Source: an optimization exercise on an open RTL-to-GDS flow (aim: small area). Production flows keep margins and buffers that such runs may drop.
Only simulation tests tie the RTL to the original design; equivalence was not proved.
No run shown here takes its clock network from TritonCTS; it comes from the design's own scripts or RTL.
The clock input has no modelled driver; a real chip could not lean on it and would need a root buffer or a full tree.
No activity file was given, so power comes from the tool's default toggle rates.

==> design/flow/design.v <==
module top (
    input  clk,
    input  rst,
    input  sw1,
    input  sw2,
    input  sw3,
    input  sensor,
    output [6:0] salidaSieteSeg,
    output [4:0] Leds,
    output [3:0] SalidaMotor
  );
reg [1:0] m4;
reg [2:0] m7;
reg [3:0] m13;
reg [7:0] m251;
reg s5;
wire e7   = m7[1] & m7[0];
wire e13  = ~m13[3] & ~m13[1] & ~m13[0];
wire e251 = ~m251[7] & ~m251[6] & ~m251[4] & m251[3] & ~m251[2] & ~m251[1] & m251[0];
wire tick200 = e7 & ~m4[0];
wire tick50  = e13 & ~m4[1] & m4[0];
wire tick5   = e251 & ~s5;
always @(posedge clk) begin
  if (rst) begin
    m4 <= 2'd0; m7 <= 3'd6; m13 <= 4'd1; m251 <= 8'd18; s5 <= 1'b0;
  end else begin
    m4   <= {m4[1] ^ m4[0], ~m4[0]};
    m7   <= {m7[1:0], ~(m7[2] ^ m7[0])};
    m13  <= {m13[2:0], ~(m13[3] ^ (~m13[0] & m13[1]))};
    m251 <= {m251[6:0], m251[7] ^ m251[2] ^ (~m251[0] & ~m251[3])};
    if (e251) s5 <= ~s5;
  end
end
wire p1 = ~sw1, p2 = ~sw2, p3 = ~sw3;
reg [2:0] pc;          
reg setTime, op;
reg [5:0] setSeg, setMin;
reg [5:0] cSeg, cMin;   
wire segZ = (cSeg == 0);
wire selMin = setTime ? op : segZ;
wire [5:0] adjIn = selMin ? cMin : cSeg;
wire up = setTime & p1;
wire [5:0] adjSet = up ? ((adjIn == 6'd59) ? 6'd0 : adjIn + 1'b1)
                       : ((adjIn == 6'd0) ? 6'd59 : adjIn - 1'b1);
wire adj = setTime & (p1 | p2);
always @(posedge clk) begin
  if (rst) begin
    pc <= 0; setTime <= 0; op <= 0; setSeg <= 6'd30; setMin <= 0;
  end else if (tick5) begin
    pc <= p3 ? {pc[1:0], ~pc[2]} : 3'b000;
    if (pc[2] & ~pc[1]) setTime <= ~setTime;
    if (p3) op <= ~op;
    if (adj & ~op) setSeg <= adjSet;
    if (adj & op)  setMin <= adjSet;
  end
end
reg [1:0] st;
reg [9:0] cnt;
reg [1:0] ph;           
wire zero = segZ & (cMin == 0);
wire sec  = cnt[5] & cnt[0];                                             
wire full = cnt[9] & cnt[7] & cnt[6] & cnt[4] & ~cnt[3] & ~cnt[2] & cnt[0];  
wire [9:0] cntInc = {cnt[8:0], cnt[9] ^ cnt[0]};
localparam [9:0] CLR = 10'd34, INIT = 10'd814;    
always @(posedge clk) begin
  if (rst) begin cSeg <= 0; cMin <= 0; end
  else if (setTime | (tick50 & (st != 2'b00))) begin
    cSeg <= setSeg; cMin <= setMin;
  end else if (tick50 & ~zero & sec) begin
    if (segZ) begin cSeg <= 6'd59; cMin <= adjSet; end
    else cSeg <= adjSet;
  end
end
always @(posedge clk) begin
  if (rst) begin
    st <= 2'b01; cnt <= INIT; ph <= 0;
  end else if (tick50) begin
    if (st == 2'b11) ph <= {ph[0], ~ph[1]};
    if (st == 2'b10) begin
      if (~setTime) st <= 2'b00;
    end else if (st[0]) begin
      if (sensor) st <= 2'b01;
      else if (full) begin
        cnt <= CLR; st <= 2'b00;
      end else begin
        st <= 2'b11; cnt <= cntInc;
      end
    end else begin
      if (setTime) begin st <= 2'b10; cnt <= CLR; end
      else if (zero) begin st <= 2'b01; cnt <= CLR; end
      else if (sec) cnt <= CLR;
      else cnt <= cntInc;
    end
  end
end
wire run = st[1] & st[0];
assign SalidaMotor[0] = run & ~ph[1] & ~ph[0];
assign SalidaMotor[1] = run & ~ph[1] &  ph[0];
assign SalidaMotor[2] = run &  ph[1] &  ph[0];
assign SalidaMotor[3] = run &  ph[1] & ~ph[0];
reg [1:0] sc; reg started;
reg [5:0] P;       
reg [3:0] dig;     
wire [2:0] tens = (P >= 50) ? 3'd5 : (P >= 40) ? 3'd4 : (P >= 30) ? 3'd3 :
                  (P >= 20) ? 3'd2 : (P >= 10) ? 3'd1 : 3'd0;
wire [5:0] unit6 = P - tens * 4'd10;
always @(posedge clk) begin
  if (rst) begin
    sc <= 0; started <= 0; P <= 0; dig <= 0;
  end else if (tick200) begin
    sc <= {sc[0], ~sc[1]};
    started <= 1;
    if (sc[1] ^ sc[0]) P <= (st[0] & ~setTime) ? 6'd0 : sc[1] ? cSeg : cMin;
    dig <= sc[0] ? {1'b0, tens} : unit6[3:0];
  end
end
wire L1 = ~sc[1] & sc[0];
wire L2 = sc[1] & sc[0];
wire L3 = sc[1] & ~sc[0];
wire L4 = ~sc[1] & ~sc[0] & started;
wire bS = setTime & ~op & ~s5;
wire bM = setTime & op & ~s5;
assign Leds[0] = L1 & ~bS;
assign Leds[1] = L2 & ~bS;
assign Leds[2] = L3 & ~bM;
assign Leds[3] = L4 & ~bM;
assign Leds[4] = ~L4;
wire A = dig[3], B = dig[2], C = dig[1], D = dig[0];
assign salidaSieteSeg[6] = ~(A | (~B & ~D) | (B & D) | C);
assign salidaSieteSeg[5] = ~(~B | (~C & ~D) | (C & D));
assign salidaSieteSeg[4] = ~(B | ~C | D);
assign salidaSieteSeg[3] = ~(A | (~B & ~D) | (~B & C) | (B & ~C & D) | (C & ~D));
assign salidaSieteSeg[2] = ~((~B & ~D) | (C & ~D));
assign salidaSieteSeg[1] = ~(A | (B & ~C) | (B & ~D) | (~C & ~D));
assign salidaSieteSeg[0] = ~(A | (~B & C) | (B & ~C) | (C & ~D));
endmodule
==> design/flow/flow/run.sh <==
#!/bin/bash
# Own layout flow: the standard ORFS flow (standard.sh) with these changes:
#  - synthesis maps logic with an area-oriented ABC script (flow/abc_area.script)
#    and leaves adders to ABC (no half/full adder cells); registers are mapped by
#    the unchanged standard steps. Synthesis runs once for each line of
#    flow/portfolio.txt (random seed of the ABC search, ABC mapping command; runs
#    in orfs_s*/, four at a time) and the layout uses the setting whose netlist
#    has the smallest cell area;
#  - input/output ports get the smallest buffer cell;
#  - the clock is distributed by four buffers fed by the clock port (flow/cts.tcl)
#    instead of a TritonCTS tree.
# Each step's full log is in orfs/logs/ (and orfs_s*/logs/ for the seed runs);
# make's output is in synth_s*.log, synth.log and layout.log.
set -euo pipefail
W=$PWD
export ADDER_MAP_FILE=
export BUFFER_PORTS_ARGS="-buffer_cell sky130_fd_sc_hd__buf_1"
export CLOCK_BUFFER_CELL=sky130_fd_sc_hd__buf_8
[ -f flow/knobs.sh ] && source flow/knobs.sh

make_scripts() {
  local d=$W/scripts_s$1
  mkdir -p "$d"
  for f in "$FLOW_HOME"/scripts/*; do ln -sf "$f" "$d"/; done
  rm -f "$d"/abc_area.script "$d"/cts.tcl
  sed -e "s/@SEED@/$2/" -e "s/@MAP@/$3/" flow/abc_area.script > "$d"/abc_area.script
  cp flow/cts.tcl "$d"/cts.tcl
}

N=0
while read -r seed map; do
  [ -n "$seed" ] || continue
  make_scripts $N "$seed" "$map"
  sed "s#WORK_HOME=$W/orfs #WORK_HOME=$W/orfs_s$N #" standard.sh > standard_s$N.sh
  grep -q "WORK_HOME=$W/orfs_s$N " standard_s$N.sh
  (SCRIPTS_DIR=$W/scripts_s$N bash standard_s$N.sh synth < /dev/null > synth_s$N.log 2>&1 || true) &
  N=$((N + 1))
  if [ $((N % 4)) -eq 0 ]; then wait; fi
done < flow/portfolio.txt
wait

best=0
bestA=
for ((s = 0; s < N; s++)); do
  f=orfs_s$s/reports/$FLOW_PLATFORM/top/base/synth_stat.txt
  [ -f "$f" ] || continue
  a=$(awk '/Chip area/ {print $NF}' "$f")
  echo "setting $s ($(sed -n "$((s + 1))p" flow/portfolio.txt)): synthesized cell area $a"
  if [ -z "$bestA" ] || awk -v a="$a" -v b="$bestA" 'BEGIN { exit !(a < b) }'; then
    best=$s
    bestA=$a
  fi
done
echo "using setting $best"
export SCRIPTS_DIR=$W/scripts_s$best
bash standard.sh synth > synth.log 2>&1
bash standard.sh > layout.log 2>&1
==> design/flow/flow/abc_area.script <==
strash
&get -n
&deepsyn -J 300 -T 300 -S @SEED@
&put
dch -f
@MAP@
==> design/flow/flow/cts.tcl <==
# Clock distribution for this small design, in place of the TritonCTS tree:
# the registers are split into four balanced groups by position (halves by x,
# then halves by y) and each group gets one clock buffer at its centre, driven
# straight from the clock port (four loads on the port). The rest of the step
# follows ORFS's cts.tcl (placement legalisation, timing repair, outputs).
utl::set_metrics_stage "cts__{}"
source $::env(SCRIPTS_DIR)/load.tcl
erase_non_stage_variables cts
load_design 3_place.odb 3_place.sdc

set block [ord::get_db_block]
set dbu [$block getDbUnitsPerMicron]
set sinks {}
foreach pin [get_pins -of_objects [get_nets clk]] {
  set bb [[[sta::sta_to_db_pin $pin] getInst] getBBox]
  lappend sinks [list $pin \
    [expr { ([$bb xMin] + [$bb xMax]) / 2.0 / $dbu }] \
    [expr { ([$bb yMin] + [$bb yMax]) / 2.0 / $dbu }]]
}
set byx [lsort -real -index 1 $sinks]
set h [expr { [llength $byx] / 2 }]
set groups {}
foreach half [list [lrange $byx 0 [expr { $h - 1 }]] [lrange $byx $h end]] {
  set byy [lsort -real -index 2 $half]
  set q [expr { [llength $byy] / 2 }]
  lappend groups [lrange $byy 0 [expr { $q - 1 }]] [lrange $byy $q end]
}
set k 0
foreach g $groups {
  set sx 0.0
  set sy 0.0
  set pins {}
  foreach s $g {
    lappend pins [lindex $s 0]
    set sx [expr { $sx + [lindex $s 1] }]
    set sy [expr { $sy + [lindex $s 2] }]
  }
  set n [llength $g]
  set loc [list [expr { $sx / $n }] [expr { $sy / $n }]]
  puts "clock group $k: $n registers, buffer at $loc"
  log_cmd insert_buffer -buffer_cell $::env(CLOCK_BUFFER_CELL) -net clk -load_pins $pins \
    -location $loc -buffer_name clkbuf_$k -net_name clknet_$k
  incr k
}
foreach it [[$block findNet clk] getITerms] {
  [[[$it getInst] findITerm X] getNet] setSigType CLOCK
}

set_propagated_clock [all_clocks]
set_dont_use $::env(DONT_USE_CELLS)
estimate_parasitics -placement

set_placement_padding -global \
  -left $::env(CELL_PAD_IN_SITES_DETAIL_PLACEMENT) \
  -right $::env(CELL_PAD_IN_SITES_DETAIL_PLACEMENT)
detailed_placement
estimate_parasitics -placement

repair_timing_helper
detailed_placement
check_placement -verbose

report_metrics 4 "cts final"
orfs_write_db $::env(RESULTS_DIR)/4_1_cts.odb
orfs_write_sdc $::env(RESULTS_DIR)/4_cts.sdc
==> design/flow/flow/portfolio.txt <==
0 amap -m
1 amap -m
2 amap -m
3 amap -m
0 amap -m -A 10 -F 3
1 amap -m -A 10 -F 3
2 amap -m -A 10 -F 3
3 amap -m -A 10 -F 3
==> design/flow/standard.sh <==
#!/bin/bash
# synth_recipe.tcl (not shown) runs the flow's synth.tcl, then flattens the netlist and writes it again
# the make line also repeats each setting of config.mk as NAME=value (left out here)
make -C /OpenROAD-flow-scripts/flow DESIGN_CONFIG=/design/flow/config.mk WORK_HOME=/design/flow/orfs CLKGATE_MAP_FILE= SYNTH_SCRIPT=/design/flow/synth_recipe.tcl "${@:-finish}"
==> design/flow/config.mk <==
export PLATFORM = sky130hd
export DESIGN_NAME = top
export DESIGN_NICKNAME = top
export VERILOG_FILES = /design/flow/design.v
export SDC_FILE = /design/flow/constraint.sdc
export NUM_CORES = 4
export LEC_CHECK = 0
export ABC_AREA = 1
export CAP_MARGIN = 20
export CORE_MARGIN = 2
export CORE_UTILIZATION = 65
export GPL_TIMING_DRIVEN = 0
export SLEW_MARGIN = 20
==> design/flow/constraint.sdc <==
create_clock -name core_clock -period 10.0 [get_ports {clk}]
set_input_delay 2.0000 -clock core_clock [delete_from_list [all_inputs] [get_ports {clk}]]
set_output_delay 2.0000 -clock core_clock [all_outputs]
set_load 0.01 [all_outputs]
==> results by group, run 1 <==
Run status
  • Outcome: complete, no violations

Yosys
  • Largest family of logic cells by synthesized area: compound AO/OA/AOI/OAI gates
  • Area fraction in and, or, nand and nor cells after synthesis: 17.1%
  • Avg Cell Area, Syn: 8.17 um2
  • Sequential fraction of the synthesis area: 47.6%
  • Syn. warnings: 1
  • Netlist cell types: 37
  • Post-synth net total: 387
  • Post-synth top area share: 47.6%
  • Mux contribution to synthesized area: 0.322%
  • Area leader, netlist: dfxtp_1
  • Synth Area in Compound Gates: 26.0%
  • Synthesized netlist cell count: ~380
  • Area share of xor/xnor cells in the synthesized design: 0%
  • Adder-cell share of the synthesized area: 0%
  • Synth top area cells: dfxtp_1 48%, clkinv_1 9.0%, nor2_1 5.4%, o22ai_1 5.2%, o21ai_0 3.7%
  • Mapped cell area: 3110 um2
  • Number of synthesized register bits: 74

Setup path
  • Setup crit end kind: flip-flop
  • Delay-heaviest family, CP: simple AND/OR/NAND/NOR gates
  • Worst Path Arrival: 4260 ps
  • Worst endpoint required time: 10010 ps
  • Crit-path max cell delay: 440 ps
  • Critical path launch point type: input port
  • Worst path cell trace: buf_1 -> or2_0 -> nor2_1 -> clkinv_1 -> or4_1 -> o21ai_0 -> a22o_1 -> nor2_1 -> a21oi_1 -> clkinv_1 -> a222oi_1 -> clkinv_1
  • CP Class: input port to flip-flop
  • CP max stage cell: or4_1
  • Crit-path max FO: 4
  • Buf/Inv on CP: 4
  • CP dominant cell by count: clkinv_1

Power and ir drop
  • Switching power: 106 uW
  • Total power: about 470 uW
  • Cell Int Power: roughly 360 uW
  • Peak VDD IR: between 0.0001 and 0.00015 V
  • Leakage Power: roughly 1.1 nW
  • Switching share of power: 22.7%
  • Clk pwr share: 24.9%
  • Combinational group share of total power: 9.8%
  • Power Dens Cells: 141 nW/um2
  • Seq pwr share: between 60% and 70%

STA
  • Final TNS setup: 0 ps
  • Slew headroom: 46.8%
  • Unrepaired setup endpoints after global routing: no
  • Period minus WS final: 4250 ps
  • Max-slew violations: 0
  • Layout Skew: 8.98 ps
  • Final hold vios: 0
  • Period utilisation layout: between 40% and 50%
  • FMAX: 0.235 GHz
  • Worst-margin pin slew: roughly 790 ps
  • Endpoints failing setup: 0

Global routing
  • Vias in the first global route: 2443
  • Global-route wire length before repair: between 10000 and 15000 um
  • Gr ovfl total: 0
  • Total track usage: about a quarter
  • Largest net degree at the start of global routing: 31
  • Antenna violations before repair: 0

Cells and area
  • Syn-to-layout area delta: 6.67%
  • Most frequent cells in the layout: 75 x clkinv_1, 74 x dfxtp_1, 45 x nor2_1
  • Area of the multi-input gates: 1350 um2
  • Fill cell count: 382
  • Nets: 414
  • Share of cells above drive strength 1: 1.23%
  • Antenna cells: 0
  • Final Non-Filler Cells: 460
  • Register area: 1480 um2
  • Leading cell type in the layout, fill and taps excluded: clkinv_1

Die
  • FP Rows: 25
  • Die W: 73.2 um
  • CORE AREA: approximately 4700 um2
  • Die span in y: roughly 73 um
  • Die ar.: about 5400 um2
  • Io pins: 22
  • Initial Utilization: 66.8%

Clocking
  • Post-CTS Hold Fix Bufs: 0
  • Worst-path clk slew: approximately 90 ps
  • Setup repair bufs after CTS: 0
  • Resize count post-CTS: 0
  • Worst skew pair latency: approximately 130 ps

Detailed routing
  • DR vias: between 2000 and 3000
  • Remaining DRCs: 0
  • First-pass DRT Iterations: 4
  • Total Wirelength: between 6000 and 7000 um
  • Initial DRC Count: 314
  • Post-DRT Antenna Nets: 0
  • Vias per cell: ~6.0
  • Post-DR wirelength/cell: 14.0 um

Placed design
  • Number of port buffers: 21
  • RePlAce Congestion: 0.927
  • HPWL after DPL: 4900 um
  • Placed cells: 456

Min path
  • HP Class: flip-flop to flip-flop

Flow run
  • Max-cap violations: 0
==> worst paths after layout <==
| path | start | end | slack, ps | cells past startpoint |
|---|---|---|---|---|
| hold / removal | m251[4] | m251[5] | 430 | 2 |
| setup reg to reg | cSeg[0] | cMin[4] | 6120 | 17 |
| setup / recovery | sw1 | cMin[4] | 5750 | 12 |
| hold reg to reg | m251[4] | m251[5] | 430 | 2 |
==> cell type report <==
class | instances | share of cell area [%]
multi-input combinational | 232 | 40.7
clock buffer | 4 | 1.81
inverter | 75 | 8.48
sequential | 74 | 44.6
timing repair buffer | 21 | 2.41
tap | 54 | 2.03
==> cell usage after synthesis (all sizes together) <==
cell type and n:
o311ai 1, or2 8, nor4 4, nor3 18
a32o 1, or3 2, o22ai 26, a211oi 4
a31oi 5, or4 2, o22a 5, a21oi 13
a22o 2, o221ai 10, o21ai 23, o21a 1
o32ai 3, a22oi 6, mux2i 1, nand2b 2
o211a 1, a222oi 7, a2111oi 1, nor2b 5
nand4b 1, dfxtp 74, nand3 7, and3 1
nor2 45, o41ai 1, nand4 2, a21o 1
clkinv 75, nand2 17, a221o 2, a221oi 2
o211ai 2
==> metal layers <==
| metal | share of wire (%) | up-vias | track usage (%) |
|---|---|---|---|
| met5 | 0 | - | 0 |
| met4 | 2.1 | 0 | 4.32 |
| met3 | 3.9 | 14 | 0.967 |
| met2 | 47 | 76 | 42.8 |
| met1 | 47 | 1260 | 33.2 |
| li1 | - | 1423 | - |
==> through the flow <==
step | hold slack [ps] | instance area, um2 | util (%) | setup WS, ps
after floorplan | 401 | 3110 | - | 6030
after global placement | 415 | 3260 | 69.9 | 5240
after detailed placement | 420 | 3260 | 70.0 | 5620
after CTS | 434 | 3320 | 71.2 | 5760
after global routing | 452 | 3320 | 71.2 | 5500
final | 432 | 3320 | 71.2 | 5750
==> flip-flops by register name, summed over array words and instances (netlist names), 2 cells and up <==
| signal | flops |
|---|---|
| cnt | 10 |
| m251 | 8 |
| P | 6 |
| cMin | 6 |
| cSeg | 6 |
| setMin | 6 |
| setSeg | 6 |
| dig | 4 |
| m13 | 4 |
| m7 | 3 |
| pc | 3 |
| m4 | 2 |
| ph | 2 |
| sc | 2 |
| st | 2 |
==> worst register-to-register path: stages (launching register included) <==
cell and delay, ps:
dfxtp_1 450, clkinv_1 120, nand3_1 140, clkinv_1 130
o22ai_1 420, clkinv_1 320, nor3_1 200, a31oi_1 80
nor2_1 150, clkinv_1 140, or4_1 440, o21ai_0 160
a22o_1 200, nor2_1 40, a21oi_1 200, clkinv_1 160
a222oi_1 290, clkinv_1 110
==> power by group through the flow <==
| stage | Clock, mW | Sequential [mW] | Combinational [mW] |
|---|---|---|---|
| final | 0.116 | 0.305 | 0.0456 |
| after detailed placement | 0 | 0.312 | 0.0453 |
| after CTS | 0.119 | 0.305 | 0.0454 |
| after global routing | 0.129 | 0.306 | 0.0506 |
| after floorplan | 0 | 0.311 | 0.0330 |
| after global placement | 0 | 0.312 | 0.0440 |
==> cell families after synthesis <==
logic type / Yosys count
AO/OA/AOI/OAI: 117
AND/OR/NAND/NOR: 114
multiplexers: 1
flip-flops: 74
buffers and inverters: 75
==> inputs of run 2 (changes only) <==
==> design/flow/flow/portfolio.txt (replaced) <==
0 amap -m
1 amap -m
2 amap -m
3 amap -m
4 amap -m
5 amap -m
6 amap -m
7 amap -m
0 amap -m -A 10 -F 3
1 amap -m -A 10 -F 3
2 amap -m -A 10 -F 3
3 amap -m -A 10 -F 3
4 amap -m -A 10 -F 3
5 amap -m -A 10 -F 3
6 amap -m -A 10 -F 3
7 amap -m -A 10 -F 3
==> run 2 against run 1 <==
Still clean on timing, DRC and antenna. Combinational power is 1% lower. Sequential share of layout area rose by 0.22 points. Clock skew decreased by 1.1 ps. Synthesized area fell by 0.52%. Via count grew 2.1%. Power grew 0.17%. Fmax is 15% lower. Largest cell class unchanged.
==> results by group, run 2 <==
Cells and area
  • Syn-to-layout area delta: 6.71%
  • Top flop regs: cnt (10), m251 (8)
  • Final Non-Filler Cells: 463
  • Largest register FFs: 10
  • Share of cells above drive strength 1: approximately 1.2%
  • Most frequent cells in the layout: 74 x dfxtp_1, 74 x clkinv_1, 55 x nor2_1
  • Largest Register: cnt
  • Antenna cells: 0
  • Nets: 417
  • Fill cell count: 378

Setup path
  • Setup crit end kind: flip-flop
  • R2R depth: 12
  • CP Class: flip-flop to flip-flop
  • Critical path launch point type: flip-flop
  • Worst endpoint required time: 10010 ps
  • FF-to-FF Start: m4[0]
  • CP endpoint: cnt[6]
  • Worst Path Arrival: 5010 ps
  • Delay-heaviest family, CP: compound AO/OA/AOI/OAI gates
  • Setup crit start: m4[0]
  • Crit-path max FO: 11
  • Worst path cell trace: clkinv_1 -> nor4_1 -> clkinv_1 -> o21ai_0 -> clkinv_1 -> o21ai_0 -> o21ai_0 -> nor2_1 -> nor3_1 -> o21ai_0 -> or2_0 -> o22ai_1
  • CP dominant cell by count: o21ai_0
  • R2r setup slk: 5000 ps
  • Buf/Inv on CP: 3
  • CP max stage cell: o21ai_0
  • Reg2Reg Capture Point: cnt[6]
  • Crit-path max cell delay: 850 ps
  • Critical Path Stages: 12

Run status
  • Outcome: complete, no violations

Yosys
  • Avg Cell Area, Syn: 8.06 um2
  • Number of synthesized register bits: 74
  • Synth Area in Compound Gates: 26.1%
  • Most used DFF post-synth: dfxtp_1
  • Synthesized netlist cell count: 384
  • Sequential fraction of the synthesis area: 47.8%
  • Mux contribution to synthesized area: 0%
  • Syn. warnings: 1
  • Post-synth top area share: ~48%
  • Asr flop ratio synth: 0%
  • Post-synth net total: 390
  • Netlist cell types: 32
  • Largest family of logic cells by synthesized area: compound AO/OA/AOI/OAI gates
  • Adder-cell share of the synthesized area: 0%
  • Area leader, netlist: dfxtp_1
  • Area fraction in and, or, nand and nor cells after synthesis: 16.8%
  • Mapped cell area: between 3000 and 4000 um2
  • Synth top area cells: dfxtp_1 48%, clkinv_1 9.0%, nor2_1 6.7%, o22ai_1 4.8%, o21ai_0 4.4%
  • Number of flops mapped to enable cells by yosys: 0
  • Synth top cells by count: 74 x clkinv_1, 74 x dfxtp_1, 55 x nor2_1, 27 x o21ai_0, 24 x o22ai_1
  • Area share of xor/xnor cells in the synthesized design: 0.283%

STA
  • Final TNS setup: 0 ps
  • Final hold vios: 0
  • Period minus WS final: 5000 ps
  • Final hold slack: 428 ps
  • Max-slew violations: 0
  • Period utilisation layout: 50.0%
  • Slew headroom: 34.1%
  • Layout Skew: 7.84 ps
  • Worst-margin pin slew: 978 ps
  • Endpoints failing setup: 0
  • Unrepaired setup endpoints after global routing: no
  • Final worst slack: 5000 ps
  • FMAX: 0.200 GHz

Global routing
  • Vias in the first global route: 2590
  • Total track usage: 26.1%
  • Gr ovfl total: 0
  • Antenna violations before repair: 0
  • Global-route wire length before repair: 11500 um
  • Largest net degree at the start of global routing: 40

Detailed routing
  • Post-DR wirelength/cell: 14.4 um
  • Remaining DRCs: 0
  • Post-DRT Antenna Nets: 0
  • First-pass DRT Iterations: 5
  • Total Wirelength: 6650 um
  • Initial DRC Count: 211
  • Vias per cell: 6.12
  • DR vias: approximately 2800

Die
  • Die W: 73.0 um
  • Io pins: 22
  • Die ar.: ~5300 um2
  • Initial Utilization: 66.4%
  • Die span in y: about 73 um
  • CORE AREA: 4660 um2
  • FP Rows: 25

Clocking
  • Setup repair bufs after CTS: 0
  • Resize count post-CTS: 0
  • Post-CTS Hold Fix Bufs: 0
  • Worst-path clk slew: 100 ps
  • Worst skew pair latency: ~130 ps

Power and ir drop
  • Cell Int Power: ~360 uW
  • Leakage Power: roughly 1.1 nW
  • Clk pwr share: ~25%
  • Switching power: between 100 and 150 uW
  • Total power: approximately 470 uW
  • Combinational group share of total power: under 10%
  • Switching share of power: 22.8%
  • Peak VDD IR: 0.000126 V
  • Seq pwr share: 65.3%
  • Power Dens Cells: 141 nW/um2

Placed design
  • Number of port buffers: 21
  • HPWL after DPL: 4950 um
  • RePlAce Congestion: 0.863
  • Post-Place Worst Slack: 5110 ps
  • Placed cells: 459

Min path
  • HP Class: flip-flop to flip-flop

Flow run
  • Max-cap violations: 0
run 2: power groups by stage:
stage,sequential [mW],combinational (mW),clock [mW]
final,0.305,0.0450,0.117
after global placement,0.312,0.0432,0
after floorplan,0.311,0.0325,0
after global routing,0.306,0.0514,0.130
after detailed placement,0.312,0.0443,0
after CTS,0.305,0.0444,0.120
run 2: worst min-delay path by stage:
| stage | from | end | slack [ps] | cells past startpoint |
|---|---|---|---|---|
| 2_1_floorplan | m251[1] | m251[2] | 400 | 2 |
| 3_3_place_gp | m251[6] | m251[7] | 410 | 2 |
| 3_5_place_dp | m251[4] | m251[5] | 410 | 2 |
| 4_1_cts | m251[6] | m251[7] | 430 | 2 |
| 5_1_grt | m251[4] | m251[5] | 440 | 2 |
| 6_report | m251[6] | m251[7] | 430 | 2 |
run 2: worst min-delay path, stage by stage, from the launching register on:
cell      delay (ps)
dfxtp_1          310
clkinv_1          50
nor2_1            40
run 2: routing by layer:
layer,wire (um),GRT usage (%)
met1,3100,35.3
met2,3120,46.4
met3,304,1.38
met4,129,4.94
met5,0,0
run 2: cell families (layout without fill, tap and decap cells):
group,after synthesis,count (layout)
AO/OA/AOI/OAI,119,119
XOR/XNOR,1,1
buffers and inverters,74,99
flip-flops,74,74
AND/OR/NAND/NOR,116,116
run 2: area by class of cell:
cell class	count	area [um2]	share of cell area, %
Clock buffer	4	60.1	1.82
Inverter	74	278	8.41
Multi-Input combinational cell	236	1340	40.5
Sequential cell	74	1480	44.8
Tap cell	54	67.6	2.04
Timing Repair Buffer	21	80.1	2.42
run 2: through the flow:
step / cell area (um2) / util, %
after detailed placement: 3240 / 69.6
after global routing: 3300 / 70.9
after floorplan: 3100 / -
after global placement: 3240 / 69.6
final: 3300 / 70.9
after CTS: 3300 / 70.9
==> inputs of run 3 (changes only) <==
==> design/flow/flow/abc_area.script (replaced) <==
strash
&get -n
&deepsyn -J 600 -T 600 -S @SEED@
&put
dch -f
@MAP@
==> run 3 against run 2 <==
Cell count stayed put. Hold slack unchanged. Utilization is the same. Worst setup slack is the same. Critical path depth is the same. Via count is the same.
==> results by group, run 3 <==
Run status
  • Outcome: complete, no violations

Clocking
  • Worst-path clk slew: 100 ps
  • Resize count post-CTS: 0
  • Worst skew pair latency: 130 ps
  • Setup repair bufs after CTS: 0
  • Post-CTS Hold Fix Bufs: 0

Die
  • FP Rows: 25
  • Die W: about 73 um
  • CORE AREA: 4660 um2
  • Io pins: 22
  • Initial Utilization: 66.4%
  • Die ar.: approximately 5300 um2
  • Die span in y: 73.0 um

Detailed routing
  • Vias per cell: 6.12
  • Post-DR wirelength/cell: 14.4 um
  • Remaining DRCs: 0
  • First-pass DRT Iterations: 5
  • Post-DRT Antenna Nets: 0
  • DR vias: between 2000 and 3000
  • Total Wirelength: roughly 6600 um
  • Initial DRC Count: 211

STA
  • Layout Skew: 7.84 ps
  • Max-slew violations: 0
  • Period utilisation layout: 50.0%
  • Final hold slack: 428 ps
  • Period minus WS final: roughly 5000 ps
  • Endpoints failing setup: 0
  • Slew headroom: between 30 and 40%
  • FMAX: 0.200 GHz
  • Unrepaired setup endpoints after global routing: no
  • Worst-margin pin slew: between 900 and 1000 ps
  • Final hold vios: 0
  • Final TNS setup: 0 ps

Setup path
  • Worst path cell trace: clkinv_1 -> nor4_1 -> clkinv_1 -> o21ai_0 -> clkinv_1 -> o21ai_0 -> o21ai_0 -> nor2_1 -> nor3_1 -> o21ai_0 -> or2_0 -> o22ai_1
  • CP max stage cell: o21ai_0
  • Reg2Reg Capture Point: cnt[6]
  • Buf/Inv on CP: 3
  • Crit-path max cell delay: 850 ps
  • CP Class: flip-flop to flip-flop
  • Setup crit end kind: flip-flop
  • Delay-heaviest family, CP: compound AO/OA/AOI/OAI gates
  • Worst endpoint required time: between 10000 and 15000 ps
  • Worst Path Arrival: 5010 ps
  • CP dominant cell by count: o21ai_0
  • R2R depth: 12
  • FF-to-FF Start: m4[0]
  • Crit-path max FO: 11
  • Critical path launch point type: flip-flop
  • R2r setup slk: 5000 ps

Yosys
  • Post-synth net total: roughly 400
  • Synthesized netlist cell count: 384
  • Syn. warnings: 1
  • Avg Cell Area, Syn: 8.06 um2
  • Most used DFF post-synth: dfxtp_1
  • Synth top area cells: dfxtp_1 48%, clkinv_1 9.0%, nor2_1 6.7%, o22ai_1 4.8%, o21ai_0 4.4%
  • Synth top cells by count: 74 x clkinv_1, 74 x dfxtp_1, 55 x nor2_1, 27 x o21ai_0, 24 x o22ai_1
  • Asr flop ratio synth: 0%
  • Area leader, netlist: dfxtp_1
  • Netlist cell types: 32
  • Post-synth top area share: a little under half
  • Number of flops mapped to enable cells by yosys: 0
  • Number of synthesized register bits: between 70 and 80
  • Mapped cell area: 3100 um2
  • Sequential fraction of the synthesis area: a little under half

Placed design
  • Number of port buffers: 21
  • HPWL after DPL: 4950 um
  • RePlAce Congestion: roughly 0.86

Min path
  • Worst Hold End: m251[7]
  • HP Class: flip-flop to flip-flop
  • Hold Path Cell Cnt: 2
  • Hold wc startpoint: m251[6]

Global routing
  • Largest net degree at the start of global routing: 40
  • Vias in the first global route: ~2600
  • Gr ovfl total: 0
  • Global-route wire length before repair: 11500 um
  • Total track usage: 26.1%
  • Antenna violations before repair: 0

Power and ir drop
  • Leakage Power: 1.10 nW
  • Power Dens Cells: 141 nW/um2
  • Peak VDD IR: 0.000126 V
  • Total power: between 400 and 500 uW

Cells and area
  • Syn-to-layout area delta: 6.71%
  • Fin util: 70.9%
  • Share of cells above drive strength 1: 1.22%
  • Largest Register: cnt
  • Area of the multi-input gates: 1340 um2
  • Top flop regs: cnt (10), m251 (8)
  • Largest register FFs: 10
  • Antenna cells: 0
  • Fill cell count: 378
  • Most frequent cells in the layout: 74 x dfxtp_1, 74 x clkinv_1, 55 x nor2_1
  • Register area: around 1500 um2
  • Nets: around 420

Flow run
  • Max-cap violations: 0
==> run 3: cell counts in the layout (fill, tap and decap cells not counted) <==
Identical to the previous run, type by type.
==> run 3: metal layers <==
layer	up-vias	GRT usage (%)	wire length [um]
met1	1310	35.3	3100
met2	80	46.4	3120
met3	11	1.38	304
li1	1431	-	-
met4	0	4.94	129
met5	-	0	0
==> run 3: area by class of cell <==
| class | instances | area share, % |
|---|---|---|
| inverters | 74 | 8.41 |
| well taps | 54 | 2.04 |
| clock buffers | 4 | 1.82 |
| repair buffers | 21 | 2.42 |
| multi-input cells | 236 | 40.5 |
| flip-flops and latches | 74 | 44.8 |
==> run 3: kinds of logic (layout without fill, tap and decap cells) <==
kind of cell,after synthesis,after routing,share of synthesized area (%)
AO/OA/AOI/OAI,119,119,26.1
AND/OR/NAND/NOR,116,116,16.8
buffers and inverters,74,99,8.97
flip-flops,74,74,47.8
XOR/XNOR,1,1,0.283
==> run 3: worst max path at each step <==
stage,cells past startpoint,startpoint,to
6_report,12,m4[0],cnt[6]
5_1_grt,12,m4[0],cnt[6]
4_1_cts,12,m4[0],cnt[6]
3_5_place_dp,12,m4[0],cnt[6]
3_3_place_gp,6,rst,dig[2]
2_1_floorplan,12,m4[0],cnt[0]
==> run 3: worst min-delay path: stages, from the launching register on <==
cell and delay, ps:
dfxtp_1 310, clkinv_1 50, nor2_1 40
==> run 3: power by group <==
part | switching (mW) | internal, mW | total [mW]
clock network | 0.0714 | 0.0459 | 0.117
registers | 0.00395 | 0.301 | 0.305
logic | 0.0314 | 0.0136 | 0.0450
total | 0.107 | 0.361 | 0.467
==> run 3: through the flow <==
step / area, um2 / setup WS, ps / std cells
2_1_floorplan: 3100 / 6570 / 384
3_3_place_gp: 3240 / 4490 / 459
3_5_place_dp: 3240 / 5110 / 459
4_1_cts: 3300 / 5080 / 463
5_1_grt: 3300 / 4650 / 463
6_report: 3300 / 5000 / 463
==> inputs of run 4 (changes only) <==
==> design/flow/flow/abc_area.script (replaced) <==
strash
&get -n
&deepsyn -J 300 -T 300 -S @SEED@
&put
dch -f
@MAP@
==> design/flow/flow/knobs.sh (new file) <==
export CLOCK_BUFFER_CELL=sky130_fd_sc_hd__buf_6
==> design/flow/flow/portfolio.txt (replaced) <==
0 amap -m
--- a/design/flow/config.mk
+++ b/design/flow/config.mk
@@ -10,3 +10,3 @@
 export CORE_MARGIN = 2
-export CORE_UTILIZATION = 65
+export CORE_UTILIZATION = 80
 export GPL_TIMING_DRIVEN = 0
==> run 4 against run 3 <==
Hold slack better by 8.7 ps. Clock skew is 0.86 ps higher. Still clean on timing, DRC and antenna. Global-route usage is 6.7 points higher.
==> results by group, run 4 <==
Power and ir drop
  • Power Dens Cells: 135 nW/um2
  • Peak VDD IR: 0.000126 V
  • Leakage Power: 1.16 nW

Yosys
  • Post-synth net total: 404
  • Netlist cell types: 29
  • Mapped cell area: 3120 um2
  • Most used DFF post-synth: dfxtp_1
  • Number of synthesized register bits: 74
  • Syn. warnings: 1
  • Asr flop ratio synth: 0%
  • Synthesized netlist cell count: 398
  • Synth top area cells: dfxtp_1 47%, clkinv_1 8.9%, nor2_1 7.3%, o22ai_1 5.8%, o21ai_0 5.0%
  • Avg Cell Area, Syn: 7.84 um2
  • Area leader, netlist: dfxtp_1
  • Sequential fraction of the synthesis area: 47.5%
  • Number of flops mapped to enable cells by yosys: 0
  • Synth top cells by count: 74 x clkinv_1, 74 x dfxtp_1, 61 x nor2_1, 31 x o21ai_0, 29 x o22ai_1
  • Post-synth top area share: 47.5%

Setup path
  • CP Class: input port to flip-flop
  • Critical path launch point type: input port
  • R2r setup slk: 6190 ps
  • Worst Path Arrival: 4400 ps
  • Setup crit end kind: flip-flop
  • Worst endpoint required time: 10080 ps
  • Crit-path max FO: 26
  • R2R depth: 14

STA
  • Max-slew violations: 0
  • FMAX: ~0.23 GHz
  • Period minus WS final: 4330 ps
  • Worst-margin pin slew: 1070 ps
  • Layout Skew: 8.70 ps
  • Slew headroom: 28.8%
  • Endpoints failing setup: 0
  • Final hold vios: 0
  • Period utilisation layout: 43.3%
  • Unrepaired setup endpoints after global routing: no
  • Final TNS setup: 0 ps

Cells and area
  • Share of cells above drive strength 1: 0.946%
  • Syn-to-layout area delta: 5.89%
  • Largest register FFs: 10
  • Register area: 1480 um2
  • Fill cell count: between 150 and 200
  • Antenna cells: 0
  • Area of the multi-input gates: 1360 um2
  • Most frequent cells in the layout: 74 x dfxtp_1, 74 x clkinv_1, 61 x nor2_1
  • Fin util: 89.0%
  • Nets: 431
  • Top flop regs: cnt (10), m251 (8)
  • Largest Register: cnt

Clocking
  • Worst-path clk slew: around 120 ps
  • Resize count post-CTS: 0
  • Worst skew pair latency: 140 ps
  • Setup repair bufs after CTS: 0
  • Post-CTS Hold Fix Bufs: 0

Detailed routing
  • Vias per cell: 6.24
  • Remaining DRCs: 0
  • Post-DRT Antenna Nets: 0
  • Post-DR wirelength/cell: roughly 15 um
  • Initial DRC Count: 230
  • Total Wirelength: just over 7000 um
  • First-pass DRT Iterations: 6
  • DR vias: 2938

Global routing
  • M3 GR Usage: 2.03%
  • Global-route wire length before repair: 11600 um
  • Gr ovfl total: 0
  • Antenna violations before repair: 0
  • Largest net degree at the start of global routing: 27
  • Busiest layer in global routing: met2
  • Total track usage: around 33%
  • GR Layer Usage met2: 63.7%
  • Vias in the first global route: 2729
  • Global-route met1 utilization: 38.6%

Placed design
  • Number of port buffers: 21
  • RePlAce Congestion: 0.955
  • HPWL after DPL: ~5400 um

Min path
  • Hold Path Cell Cnt: 2
  • HP Class: flip-flop to flip-flop

Die
  • Initial Utilization: 84.0%
  • Die ar.: 4420 um2
  • Io pins: 22
  • Die span in y: around 66 um
  • CORE AREA: 3720 um2
  • FP Rows: 22
  • Die W: 66.5 um

Flow run
  • Max-cap violations: 0

Run status
  • Outcome: complete, no violations
-- run 4: cell count changes after synthesis, sizes merged, moves of 3 or more --
cell    previous run  this run
a222oi            10         0
nand2             18        27
o221ai             7        15
a211oi            11         5
nor2              55        61
o22ai             24        29
a31oi              4         0
o21ai             27        31
o21a               0         3
-- run 4: report_power, final --
| group | internal, mW | switching [mW] |
|---|---|---|
| registers | 0.300 | 0.00395 |
| clock network | 0.0325 | 0.0711 |
| logic | 0.0113 | 0.0269 |
-- run 4: layout make-up --
type                            count  area share [%]
Sequential cell                    74            44.8
Multi-Input combinational cell    250            41.2
Inverter                           74            8.40
Timing Repair Buffer               21            2.38
Tap cell                           48            1.82
Clock buffer                        4            1.36
-- run 4: logic make-up (layout without fill, tap and decap cells) --
logic type | after synthesis | after routing | synth area share (%)
AO/OA/AOI/OAI | 120 | 120 | 25.3
buffers and inverters | 74 | 99 | 8.90
AND/OR/NAND/NOR | 130 | 130 | 18.4
flip-flops | 74 | 74 | 47.5
-- run 4: worst max-delay path: stages --
cell	delay (ps)
buf_1	420
nor2_1	310
nand3_1	260
nor2_1	320
clkinv_1	190
a211oi_1	610
a22oi_1	180
o21ai_0	120
-- run 4: metal layers --
metal | wire [um] | vias to the layer above
met2 | 3600 | 123
li1 | - | 1455
met1 | 2950 | 1341
met4 | 123 | 0
met5 | 0 | -
met3 | 407 | 19
-- run 4: through the flow --
| stage | instance area [um2] | setup WS, ps | power, mW | hold WS [ps] | std cells |
|---|---|---|---|---|---|
| final | 3310 | 5670 | 0.446 | 437 | 471 |
| after global routing | 3310 | 5420 | 0.461 | 463 | 471 |
| after detailed placement | 3260 | 5560 | 0.348 | 422 | 467 |
| after global placement | 3260 | 5680 | 0.345 | 414 | 467 |
| after floorplan | 3120 | 6420 | 0.336 | 400 | 398 |
| after CTS | 3310 | 5710 | 0.444 | 439 | 471 |
-- run 4: worst paths after layout --
kind	startpoint	to
max	rst	P[3]
min	m251[4]	m251[5]
max reg2reg	cSeg[0]	setSeg[5]
min reg2reg	m251[4]	m251[5]

## port drivers added, routing unchanged
How much do the figures lean on ideal ports? The routed layouts below were timed once more, with nothing changed but the port constraints.
Step 1: set_driving_cell puts a clkbuf_16 on clk and a buf_2 on each other input, an assumption about the parent block.
Step 2, shift: input delay + t, output delay - t, t = (earliest + latest rising clock arrival at the registers) / 2. This alone moves slack from input paths to output paths.
Slacks: no drivers / after step 1 / after step 2; pairs: no drivers / after step 1.
run	t (ns)	setup slack, ns	worst setup path after step 2	clock arrival spread, ns	worst register clock-pin slew, ns
run 1	0.196	5.751 / 5.804 / 5.608	input to register	0.009 / 0.009	0.10 / 0.10
run 2	0.199	4.999 / 4.999 / 4.999	register to register	0.008 / 0.008	0.10 / 0.10
run 3	0.199	4.999 / 4.999 / 4.999	register to register	0.008 / 0.008	0.10 / 0.10
run 4	0.197	5.674 / 5.714 / 5.517	input to register	0.009 / 0.008	0.12 / 0.12
After both steps setup and hold are still met in every run listed. For run 4, which loses most, drivers alone change the setup slack by +0.040 ns; drivers and shift together by -0.157 ns.
